Source: an optimization exercise on an open RTL-to-GDS flow (aim: small area, a short achievable clock period and few clock cycles per item). Production flows keep margins and buffers that such runs may drop.
Only simulation tests tie the RTL to the original design; equivalence was not proved.
The flow treats the clock pin as an ideal source, which a real chip does not have.

==> build 47 <==
==> flow/design.v <==
module skinny_top (
    input               clock,
    input               reset,
    input               start,
    input [7:0]         input_plaintext,
    input [23:0]        input_tweakey,
    output              ready,
    output              done,
    output [127:0]      ciphertext
);
    reg [127:0] st;      
    reg [383:0] tk;      
    reg         loading;
    reg [3:0]   lcnt;
    reg         busy;
    reg [5:0]   rc;
    reg         done_r;
    reg         ready_r;
    reg         idle_n;      
    wire last = (rc == 6'h0A);    
    assign ready      = ready_r;
    assign done       = done_r;
    assign ciphertext = st;
    reg loading_n, busy_n;
    always @(*) begin
        loading_n = loading;
        busy_n    = busy;
        if (loading) begin
            if (lcnt == 4'd15) begin
                loading_n = 1'b0;
                busy_n    = 1'b1;
            end
        end else if (busy) begin
            if (last)
                busy_n = 1'b0;
        end else if (start) begin
            loading_n = 1'b1;
        end
    end
    always @(posedge clock or posedge reset) begin
        if (reset) begin
            loading <= 1'b0;
            lcnt    <= 4'd0;
            busy    <= 1'b0;
            rc      <= 6'd0;
            done_r  <= 1'b0;
            ready_r <= 1'b0;
            idle_n  <= 1'b1;
        end else begin
            done_r  <= busy & last;
            loading <= loading_n;
            busy    <= busy_n;
            idle_n  <= ~busy_n;
            ready_r <= ~loading_n & ~busy_n;
            lcnt    <= loading ? lcnt + 4'd1 : 4'd1;
            rc      <= busy ? {rc[4:0], rc[5] ^ rc[4] ^ 1'b1} : 6'h01;
        end
    end
    wire [127:0] st_rnd = round(st, tk, rc);
    wire [383:0] tk_rnd = {tk_sched1(tk[383:256]), tk_sched2(tk[255:128]), tk_sched3(tk[127:0])};
    always @(posedge clock) begin
        st <= ({128{busy}} & st_rnd) | ({128{idle_n}} & {st[119:0], input_plaintext});
        tk <= ({384{busy}} & tk_rnd) | ({384{idle_n}} & {tk[359:0], input_tweakey});
    end
    function [7:0] sbox;
        input [7:0] a;
        reg x0, x1, x2, x3, x4, x5, x6, x7;
        begin
            {x7, x6, x5, x4, x3, x2, x1, x0} = a;
            x0 = x0 ^ ~(x2 | x3);
            x4 = x4 ^ ~(x6 | x7);
            x5 = x5 ^ ~(x0 | x4);
            x6 = x6 ^ ~(x1 | x2);
            x7 = x7 ^ ~(x5 | x6);
            x1 = x1 ^ ~(x3 | x0);
            x2 = x2 ^ ~(x7 | x1);
            x3 = x3 ^ ~(x4 | x5);
            sbox = {x5, x4, x0, x3, x1, x6, x7, x2};
        end
    endfunction
    function [127:0] round;
        input [127:0] s;
        input [383:0] k;
        input [5:0]   c;
        reg [7:0] e [0:15];    
        reg [7:0] l [0:15];    
        reg [7:0] ne [0:15];
        reg [7:0] nl [0:15];
        reg x0, x1, x2, x3, x4, x5, x6, x7, y0, y1, y2;
        integer i;
        begin
            for (i = 0; i < 16; i = i + 1) begin
                {x7, x6, x5, x4, x3, x2, x1, x0} = s[127 - 8*i -: 8];
                x0 = x0 ^ ~(x2 | x3);
                x4 = x4 ^ ~(x6 | x7);
                x5 = x5 ^ ~(x0 | x4);
                x6 = x6 ^ ~(x1 | x2);
                y0 = ~(x5 | x6);           
                x1 = x1 ^ ~(x3 | x0);
                y1 = ~((x7 ^ y0) | x1);    
                y2 = ~(x4 | x5);           
                e[i] = {x5, x4, x0, x3, x1, x6, x7, x2};
                l[i] = {3'b0, y2, 2'b0, y0, y1};
            end
            e[0] = e[0] ^ {4'h0, c[3:0]};
            e[4] = e[4] ^ {6'h00, c[5:4]};
            e[8] = e[8] ^ 8'h02;
            for (i = 0; i < 8; i = i + 1)
                e[i] = e[i] ^ k[383 - 8*i -: 8] ^ k[255 - 8*i -: 8] ^ k[127 - 8*i -: 8];
            for (i = 0; i < 4; i = i + 1) begin
                ne[i]      = e[i];                   nl[i]      = l[i];
                ne[4 + i]  = e[4  + ((i + 3) % 4)];  nl[4 + i]  = l[4  + ((i + 3) % 4)];
                ne[8 + i]  = e[8  + ((i + 2) % 4)];  nl[8 + i]  = l[8  + ((i + 2) % 4)];
                ne[12 + i] = e[12 + ((i + 1) % 4)];  nl[12 + i] = l[12 + ((i + 1) % 4)];
            end
            for (i = 0; i < 4; i = i + 1) begin
                round[127 - 8*i -: 8]      = (nl[i] ^ nl[8+i]) ^ (nl[12+i] ^ (ne[i] ^ ne[8+i] ^ ne[12+i]));
                round[127 - 8*(4+i) -: 8]  = nl[i] ^ ne[i];
                round[127 - 8*(8+i) -: 8]  = (nl[4+i] ^ nl[8+i]) ^ (ne[4+i] ^ ne[8+i]);
                round[127 - 8*(12+i) -: 8] = (nl[i] ^ nl[8+i]) ^ (ne[i] ^ ne[8+i]);
            end
        end
    endfunction
    function [127:0] tk_perm;
        input [127:0] t;
        begin
            tk_perm = {t[55:48], t[7:0], t[63:56], t[23:16],
                       t[47:40], t[15:8], t[31:24], t[39:32],
                       t[127:64]};
        end
    endfunction
    function [127:0] tk_sched1;
        input [127:0] t;
        begin
            tk_sched1 = tk_perm(t);
        end
    endfunction
    function [127:0] tk_sched2;
        input [127:0] t;
        reg [127:0] p;
        integer i;
        begin
            p = tk_perm(t);
            for (i = 0; i < 8; i = i + 1)
                p[127 - 8*i -: 8] = {p[126 - 8*i -: 7], p[127 - 8*i] ^ p[125 - 8*i]};
            tk_sched2 = p;
        end
    endfunction
    function [127:0] tk_sched3;
        input [127:0] t;
        reg [127:0] p;
        integer i;
        begin
            p = tk_perm(t);
            for (i = 0; i < 8; i = i + 1)
                p[127 - 8*i -: 8] = {p[120 - 8*i] ^ p[126 - 8*i], p[127 - 8*i -: 7]};
            tk_sched3 = p;
        end
    endfunction
endmodule
==> flow/flow/run.sh <==
#!/bin/bash
# Standard ORFS layout (the standard.sh), with the resizer asked to aim for
# a setup slack margin of 6.6 ns, so it works the critical paths harder.
set -euo pipefail
bash standard.sh SETUP_SLACK_MARGIN=6.6 finish > standard_flow.log 2>&1
==> flow/standard.sh <==
#!/bin/bash
# synth_recipe.tcl (not shown) runs the flow's synth.tcl, then flattens the netlist and writes it again
# the make line also repeats each setting of config.mk as NAME=value (left out here)
make -C /OpenROAD-flow-scripts/flow DESIGN_CONFIG=/design/flow/config.mk WORK_HOME=/design/flow/orfs CLKGATE_MAP_FILE= SYNTH_SCRIPT=/design/flow/synth_recipe.tcl "${@:-finish}"
==> flow/config.mk <==
export PLATFORM = sky130hd
export DESIGN_NAME = skinny_top
export DESIGN_NICKNAME = skinny_top
export VERILOG_FILES = /design/flow/design.v
export SDC_FILE = /design/flow/constraint.sdc
export NUM_CORES = 4
export LEC_CHECK = 0
export CAP_MARGIN = 20
export CORE_MARGIN = 2
export CORE_UTILIZATION = 55
export CTS_CLUSTER_DIAMETER = 120
export CTS_CLUSTER_SIZE = 24
export SLEW_MARGIN = 20
==> flow/constraint.sdc <==
create_clock -name core_clock -period 10.0 [get_ports {clock}]
set_input_delay 2.0000 -clock core_clock [delete_from_list [all_inputs] [get_ports {clock}]]
set_output_delay 2.0000 -clock core_clock [all_outputs]
set_load 0.01 [all_outputs]
==> inputs of build 67, as changes to build 47 <==
==> flow/design.v, changed modules only <==
module skinny_top (
    input               clock,
    input               reset,
    input               start,
    input [7:0]         input_plaintext,
    input [23:0]        input_tweakey,
    output              ready,
    output              done,
    output [127:0]      ciphertext
);
    reg [127:0] st;      
    reg [383:0] tk;      
    reg         loading;
    reg [3:0]   lcnt;
    reg         busy;
    reg [5:0]   rc;
    reg         done_r;
    wire last = (rc == 6'h0A);    
    assign ready      = ~loading & ~busy;
    assign done       = done_r;
    assign ciphertext = st;
    always @(posedge clock or posedge reset) begin
        if (reset) begin
            loading <= 1'b0;
            lcnt    <= 4'd0;
            busy    <= 1'b0;
            rc      <= 6'd0;
            done_r  <= 1'b0;
        end else begin
            done_r <= busy & last;
            if (loading) begin
                lcnt <= lcnt + 4'd1;
                if (lcnt == 4'd15) begin
                    loading <= 1'b0;
                    busy    <= 1'b1;
                end
            end else if (busy) begin
                if (last)
                    busy <= 1'b0;
            end else if (start) begin
                loading <= 1'b1;
                lcnt    <= 4'd1;
            end
            rc <= busy ? {rc[4:0], rc[5] ^ rc[4] ^ 1'b1} : 6'h01;
        end
    end
    always @(posedge clock) begin
        if (busy) begin
            st <= round(st, tk, rc);
            tk <= {tk_sched1(tk[383:256]), tk_sched2(tk[255:128]), tk_sched3(tk[127:0])};
        end else begin
            st <= {st[119:0], input_plaintext};
            tk <= {tk[359:0], input_tweakey};
        end
    end
    function [7:0] sbox;
        input [7:0] a;
        reg x0, x1, x2, x3, x4, x5, x6, x7;
        begin
            {x7, x6, x5, x4, x3, x2, x1, x0} = a;
            x0 = x0 ^ ~(x2 | x3);
            x4 = x4 ^ ~(x6 | x7);
            x5 = x5 ^ ~(x0 | x4);
            x6 = x6 ^ ~(x1 | x2);
            x7 = x7 ^ ~(x5 | x6);
            x1 = x1 ^ ~(x3 | x0);
            x2 = x2 ^ ~(x7 | x1);
            x3 = x3 ^ ~(x4 | x5);
            sbox = {x5, x4, x0, x3, x1, x6, x7, x2};
        end
    endfunction
    function [127:0] round;
        input [127:0] s;
        input [383:0] k;
        input [5:0]   c;
        reg [7:0] b [0:15];
        reg [7:0] n [0:15];
        integer i;
        begin
            for (i = 0; i < 16; i = i + 1)
                b[i] = sbox(s[127 - 8*i -: 8]);
            b[0] = b[0] ^ {4'h0, c[3:0]};
            b[4] = b[4] ^ {6'h00, c[5:4]};
            b[8] = b[8] ^ 8'h02;
            for (i = 0; i < 8; i = i + 1)
                b[i] = b[i] ^ k[383 - 8*i -: 8] ^ k[255 - 8*i -: 8] ^ k[127 - 8*i -: 8];
            for (i = 0; i < 4; i = i + 1) begin
                n[i]      = b[i];
                n[4 + i]  = b[4  + ((i + 3) % 4)];
                n[8 + i]  = b[8  + ((i + 2) % 4)];
                n[12 + i] = b[12 + ((i + 1) % 4)];
            end
            for (i = 0; i < 4; i = i + 1) begin
                round[127 - 8*i -: 8]      = n[i] ^ n[8+i] ^ n[12+i];
                round[127 - 8*(4+i) -: 8]  = n[i];
                round[127 - 8*(8+i) -: 8]  = n[4+i] ^ n[8+i];
                round[127 - 8*(12+i) -: 8] = n[i] ^ n[8+i];
            end
        end
    endfunction
    function [127:0] tk_perm;
        input [127:0] t;
        begin
            tk_perm = {t[55:48], t[7:0], t[63:56], t[23:16],
                       t[47:40], t[15:8], t[31:24], t[39:32],
                       t[127:64]};
        end
    endfunction
    function [127:0] tk_sched1;
        input [127:0] t;
        begin
            tk_sched1 = tk_perm(t);
        end
    endfunction
    function [127:0] tk_sched2;
        input [127:0] t;
        reg [127:0] p;
        integer i;
        begin
            p = tk_perm(t);
            for (i = 0; i < 8; i = i + 1)
                p[127 - 8*i -: 8] = {p[126 - 8*i -: 7], p[127 - 8*i] ^ p[125 - 8*i]};
            tk_sched2 = p;
        end
    endfunction
    function [127:0] tk_sched3;
        input [127:0] t;
        reg [127:0] p;
        integer i;
        begin
            p = tk_perm(t);
            for (i = 0; i < 8; i = i + 1)
                p[127 - 8*i -: 8] = {p[120 - 8*i] ^ p[126 - 8*i], p[127 - 8*i -: 7]};
            tk_sched3 = p;
        end
    endfunction
endmodule
==> flow/run.sh (new file) <==
#!/bin/bash
# synth_recipe.tcl (not shown) runs the flow's synth.tcl, then flattens the netlist and writes it again
# the make line also repeats each setting of config.mk as NAME=value (left out here)
make -C /OpenROAD-flow-scripts/flow DESIGN_CONFIG=/design/flow/config.mk WORK_HOME=/design/flow/orfs CLKGATE_MAP_FILE= SYNTH_SCRIPT=/design/flow/synth_recipe.tcl finish
--- a/flow/config.mk
+++ b/flow/config.mk
@@ -8,6 +8,4 @@
 export CAP_MARGIN = 20
 export CORE_MARGIN = 2
-export CORE_UTILIZATION = 55
-export CTS_CLUSTER_DIAMETER = 120
-export CTS_CLUSTER_SIZE = 24
+export CORE_UTILIZATION = 40
 export SLEW_MARGIN = 20
removed: flow/flow/run.sh
removed: flow/standard.sh
==> inputs of build 6, as changes to build 47 <==
==> flow/flow/run.sh (replaced) <==
#!/bin/bash
# Standard ORFS layout (the standard.sh), with the resizer asked to aim for
# a setup slack margin of 6.95 ns, so it works the critical paths harder.
set -euo pipefail
bash standard.sh SETUP_SLACK_MARGIN=6.95 POST_CTS_TCL=$PWD/flow/rm_root.tcl finish > standard_flow.log 2>&1
==> flow/flow/rm_root.tcl (new file) <==
# After CTS: take out the root clock buffer, so the clock port drives the
# first level of the clock tree (2 buffers) directly. Every register's clock
# passes the same number of buffers as before.
set block [ord::get_db_block]
set root [$block findInst clkbuf_0_clock]
if { $root != "NULL" } {
  set in_net [[$root findITerm A] getNet]
  set out_net [[$root findITerm X] getNet]
  set loads {}
  foreach it [$out_net getITerms] {
    if { [$it getInst] != $root } { lappend loads $it }
  }
  if { [llength $loads] <= 4 } {
    foreach it $loads {
      $it disconnect
      $it connect $in_net
    }
    odb::dbInst_destroy $root
    odb::dbNet_destroy $out_net
    puts "rm_root: clock port now drives [llength $loads] clock buffers directly"
  } else {
    puts "rm_root: root buffer drives [llength $loads] cells, left in place"
  }
}
--- a/flow/config.mk
+++ b/flow/config.mk
@@ -6,4 +6,5 @@
 export NUM_CORES = 4
 export LEC_CHECK = 0
+export ABC_AREA = 1
 export CAP_MARGIN = 20
 export CORE_MARGIN = 2
==> inputs of trial 22, as changes to build 47 <==
==> flow/flow/run.sh (replaced) <==
#!/bin/bash
# Standard ORFS layout (the standard.sh), with the resizer asked to aim for
# a setup slack margin of 6.95 ns, so it works the critical paths harder.
set -euo pipefail
bash standard.sh SETUP_SLACK_MARGIN=6.95 POST_CTS_TCL=$PWD/flow/post_cts.tcl RECOVER_MARGIN=7.0 finish > standard_flow.log 2>&1
==> flow/flow/post_cts.tcl (new file) <==
set block [ord::get_db_block]
set root [$block findInst clkbuf_0_clock]
if { $root != "NULL" } {
  set in_net [[$root findITerm A] getNet]
  set out_net [[$root findITerm X] getNet]
  set loads {}
  foreach it [$out_net getITerms] {
    if { [$it getInst] != $root } { lappend loads $it }
  }
  if { [llength $loads] <= 4 } {
    foreach it $loads {
      $it disconnect
      $it connect $in_net
    }
    odb::dbInst_destroy $root
    odb::dbNet_destroy $out_net
    puts "post_cts: clock port now drives [llength $loads] clock buffers directly"
  } else {
    puts "post_cts: root buffer drives [llength $loads] cells, left in place"
  }
}
if { [info exists ::env(RECOVER_MARGIN)] } {
  estimate_parasitics -placement
  set_clock_uncertainty -setup $::env(RECOVER_MARGIN) [all_clocks]
  report_worst_slack -max
  report_design_area
  repair_timing -recover_power 100
  report_worst_slack -max
  report_design_area
  set_clock_uncertainty -setup 0 [all_clocks]
  detailed_placement
  check_placement -verbose
}
==> qor summary <==
quantity	build 6	build 47	trial 22	build 67
Non-filler instance count after layout	3615	2524	2652	2854
Critical Path Sink	ciphertext[40]	ciphertext[46]	ciphertext[42]	ready
Ys Warns	5	5	5	3
Flip-flop and latch count after synthesis	527	527	527	525
Result of the run	finished clean	finished clean	finished clean	finished clean
Number of global-route vias before repair	19400	14500	15300	14400
Distinct cells, synth	29	35	35	52
Non-clk bufs	286	174	303	167
Max Clk Rate	336 MHz	296 MHz	333 MHz	232 MHz
WP depth	1	1	1	2
WL met1	32200 um	29200 um	30300 um	30100 um
Sequential cell area	10900 um^2	10900 um^2	10700 um^2	10600 um^2
Number of standard cells after synthesis	2881	1932	1932	1926
Total non-filler cell area in the finished layout	26800 um^2	23600 um^2	24600 um^2	26500 um^2
Maximum number of pins on one net before global-route repair	162	235	235	206
Worst skew pair latency	470 ps	580 ps	450 ps	600 ps
Simple-gate share of the synthesized area	16.2%	6.72%	6.72%	6.06%
Testbench counts of build 47, summed over its fixed seeds: cycles 27,656, items 384.
Testbench counts of build 67, summed over its fixed seeds: cycles 27,656, items 384.
Testbench counts of build 6, summed over its fixed seeds: cycles 27,656, items 384.
Testbench counts of trial 22, summed over its fixed seeds: cycles 27,656, items 384.

[separate check: timing with driven ports]
No port has a modelled driver above. Below, the same layouts with a new extraction and two added sets of constraints.
Step 1 assumes that a clkbuf_16 drives the clock port and a buf_2 every other input.
Step 2 moves the port delays by t, midway between the first and last clock arrival at a register: inputs arrive t later, outputs are due t later. That takes back most of the time a late clock gives input paths.
a / b / c = no drivers / after step 1 / after step 2; a / b = the first two.
run	t, ns	slack for setup (ns)	latest minus earliest clock arrival (ns)	worst slew at a driven data input, ns	pins driven straight from the clock port
build 47	0.627	6.627 / 6.569 / 6.889	0.024 / 0.024	0.07	1
build 67	0.657	5.698 / 5.639 / 5.703	0.017 / 0.017	0.05	1
build 6	0.540	7.021 / 6.941 / 7.043	0.017 / 0.017	0.04	2
trial 22	0.506	6.997 / 6.927 / 7.002	0.031 / 0.031	0.07	2
After both steps every run listed still meets setup and hold.
